This design comes from an exercise in tuning for small area, a short achievable clock period and few clock cycles on the open sky130 flow, not from production work. In this exercise RTL edits were held to simulation tests only and were not proved equivalent to the original.

Design PN, start of the top module:
module PN (
    input clk,
    input rst_n,
    input [1:0] mode,
    input operator,
    input [2:0] in,
    input in_valid,
    output reg out_valid,
    output signed [31:0] out
);
export LEC_CHECK = 0
export CAP_MARGIN = 20
export CORE_MARGIN = 2
export CORE_UTILIZATION = 55
export SLEW_MARGIN = 20
create_clock -name core_clock -period 15.0 [get_ports {clk}]
standard.sh (not shown) runs the stock make flow with config.mk's settings and CLKGATE_MAP_FILE= SYNTH_SCRIPT=/design/flow/synth_recipe.tcl, a recipe that flattens the netlist after the stock synthesis.
==> flow/flow/run.sh <==
#!/bin/bash
# Own layout flow: the standard ORFS flow (standard.sh, unchanged synthesis),
# with two layout settings beyond the standard ones: ORFS's timing repair aims
# for a larger setup margin, and the port buffers are buf_4 cells. The clock
# period and constraints are the design's.
set -euo pipefail
cd "$(dirname "${BASH_SOURCE[0]}")/.."
bash standard.sh SETUP_SLACK_MARGIN=10.7 REMOVE_ABC_BUFFERS=1 \
    "BUFFER_PORTS_ARGS=-buffer_cell sky130_fd_sc_hd__buf_4" finish > run_standard.log 2>&1
The starting point produced a clean layout.
Testbench counts at the start, summed over its fixed seeds: cycles 36,846.
Edit:
--- a/flow/flow/run.sh
+++ b/flow/flow/run.sh
@@ -7,3 +7,3 @@
 cd "$(dirname "${BASH_SOURCE[0]}")/.."
-bash standard.sh SETUP_SLACK_MARGIN=10.7 REMOVE_ABC_BUFFERS=1 \
+bash standard.sh SETUP_SLACK_MARGIN=10.7 SKIP_GATE_CLONING=1 \
     "BUFFER_PORTS_ARGS=-buffer_cell sky130_fd_sc_hd__buf_4" finish > run_standard.log 2>&1
=> The new run passed the timing, design-rule and antenna checks; clock skew rises by 0.0046 ns; area after synthesis stays the same; hold slack stays flat; worst setup slack is worse by 0.0059 ns; design area drops slightly; via count barely changes; synthesized cell count does not change; flip-flop and latch count stays the same.
Edit:
--- a/flow/flow/run.sh
+++ b/flow/flow/run.sh
@@ -7,3 +7,3 @@
 cd "$(dirname "${BASH_SOURCE[0]}")/.."
-bash standard.sh SETUP_SLACK_MARGIN=10.7 SKIP_GATE_CLONING=1 \
+bash standard.sh SETUP_SLACK_MARGIN=10.5 \
     "BUFFER_PORTS_ARGS=-buffer_cell sky130_fd_sc_hd__buf_4" finish > run_standard.log 2>&1
Result: The new run passed the timing, design-rule and antenna checks. Sequential share of layout area increases by 0.76 points. Setup slack loses 0.16 ns. Area after synthesis is unchanged. Wire length decreases slightly.
Edit:
--- a/flow/flow/run.sh
+++ b/flow/flow/run.sh
@@ -7,3 +7,3 @@
 cd "$(dirname "${BASH_SOURCE[0]}")/.."
-bash standard.sh SETUP_SLACK_MARGIN=10.5 \
+bash standard.sh SETUP_SLACK_MARGIN=10.6 \
     "BUFFER_PORTS_ARGS=-buffer_cell sky130_fd_sc_hd__buf_4" finish > run_standard.log 2>&1
Outcome: Clock skew shrinks by 0.0032 ns; critical path depth is higher by 17; wire length falls slightly; setup slack improves by 0.094 ns; die area stays the same; final cell count climbs slightly; cell area goes up slightly; register-to-register slack got worse by 0.02 ns.


== build 80 ==
Starting RTL as in the previous note.
clock: 15.0 ns
lec_check: 0
cap_margin: 20
core_margin: 2
core_utilization: 60
slew_margin: 20
==> flow/flow/run.sh <==
#!/bin/bash
# Own layout flow: the standard ORFS flow (standard.sh, unchanged synthesis),
# with two layout settings beyond the standard ones: ORFS's timing repair aims
# for a larger setup margin, and the port buffers are buf_4 cells. The clock
# period and constraints are the design's.
set -euo pipefail
cd "$(dirname "${BASH_SOURCE[0]}")/.."
bash standard.sh SETUP_SLACK_MARGIN=10.7 \
    "BUFFER_PORTS_ARGS=-buffer_cell sky130_fd_sc_hd__buf_4" finish > run_standard.log 2>&1
Testbench counts of build 80, summed over its fixed seeds: cycles 36,846.
The inputs of build 11 differ from those of build 80 as listed below.
- CORE_UTILIZATION changed from 60 to 55
-- flow/flow/run.sh --
<<< build 80, line 7
cd "$(dirname "${BASH_SOURCE[0]}")/.."
bash standard.sh SETUP_SLACK_MARGIN=10.7 \
    "BUFFER_PORTS_ARGS=-buffer_cell sky130_fd_sc_hd__buf_4" finish > run_standard.log 2>&1
>>> build 11, line 7
cd "$(dirname "${BASH_SOURCE[0]}")/.."
bash standard.sh SETUP_SLACK_MARGIN=10.9 \
    "BUFFER_PORTS_ARGS=-buffer_cell sky130_fd_sc_hd__buf_4" finish > run_standard.log 2>&1
- Compare build 11 and build 80 | average vias per placed instance lower: build 11
- Looking at build 11 and build 80, the area fraction in compound gates after synthesis is a wash.
- NOTE die area build 80->build 11 increased by a little under 10%
- The routed wire length in build 11 sits 2.3% above the value recorded for build 80.
- Side by side, number of global-route vias before repair turned out higher in build 11 than in build 80.
#### Input delta (build 76 over build 11)
-- flow/flow/run.sh --
<<< build 11, line 7
cd "$(dirname "${BASH_SOURCE[0]}")/.."
bash standard.sh SETUP_SLACK_MARGIN=10.9 \
    "BUFFER_PORTS_ARGS=-buffer_cell sky130_fd_sc_hd__buf_4" finish > run_standard.log 2>&1
>>> build 76, line 7
cd "$(dirname "${BASH_SOURCE[0]}")/.."
bash standard.sh SETUP_SLACK_MARGIN=10.7 \
    "BUFFER_PORTS_ARGS=-buffer_cell sky130_fd_sc_hd__buf_4" finish > run_standard.log 2>&1
Results
Taking build 11 as the reference, in build 76 minimum period implied by the final worst setup slack was more or less identical; design area went down by 2.3%; count of final setup violators was more or less identical. On final net count, build 76 tracks build 11 almost exactly. On worst setup slack, build 76 and build 11 are neck and neck. Compare build 76 and build 11 | final setup skew higher: build 76. Cmp build 76 and build 11 / first-iteration DRC count / higher: build 76.

re-timing with driven ports:
The results above use ideal ports. As a check the final layouts listed here were re-extracted and re-timed, cells and wires unchanged. Step 1 (the two cells are an assumption about what drives the block):
set clk [get_ports {clk}]
set_driving_cell -lib_cell sky130_fd_sc_hd__clkbuf_16 $clk
set_driving_cell -lib_cell sky130_fd_sc_hd__buf_2 [delete_from_list [all_inputs] $clk]
Step 2 times the ports against the registers' clock, not the clock port: input delays grow and output delays shrink by t, the midpoint of the rising clock arrivals with the driver on. a / b / c = ideal ports / drivers / drivers and shift; a / b = the first two.
| run | t, ns | slack for setup (ns) | worst register clock-pin slew, ns | worst slew at a driven data input, ns | cell pins on the clock port's net |
|---|---|---|---|---|---|
| the first run of note 1 | 0.566 | 10.772 / 10.726 / 10.400 | 0.06 / 0.06 | 0.03 | 1 |
| the second run of note 1 | 0.573 | 10.766 / 10.715 / 10.307 | 0.06 / 0.06 | 0.04 | 1 |
| the third run of note 1 | 0.580 | 10.604 / 10.555 / 10.336 | 0.06 / 0.06 | 0.03 | 1 |
| the fourth run of note 1 | 0.578 | 10.698 / 10.698 / 10.359 | 0.07 / 0.07 | 0.03 | 1 |
| build 80 | 0.564 | 10.772 / 10.724 / 10.346 | 0.06 / 0.06 | 0.04 | 1 |
| build 11 | 0.568 | 10.768 / 10.721 / 10.509 | 0.07 / 0.07 | 0.04 | 1 |
| build 76 | 0.573 | 10.770 / 10.720 / 10.301 | 0.07 / 0.07 | 0.04 | 1 |
After both steps setup and hold are still met in every run listed. For build 76, which loses most, drivers alone change the setup slack by -0.050 ns; drivers and shift together by -0.469 ns.
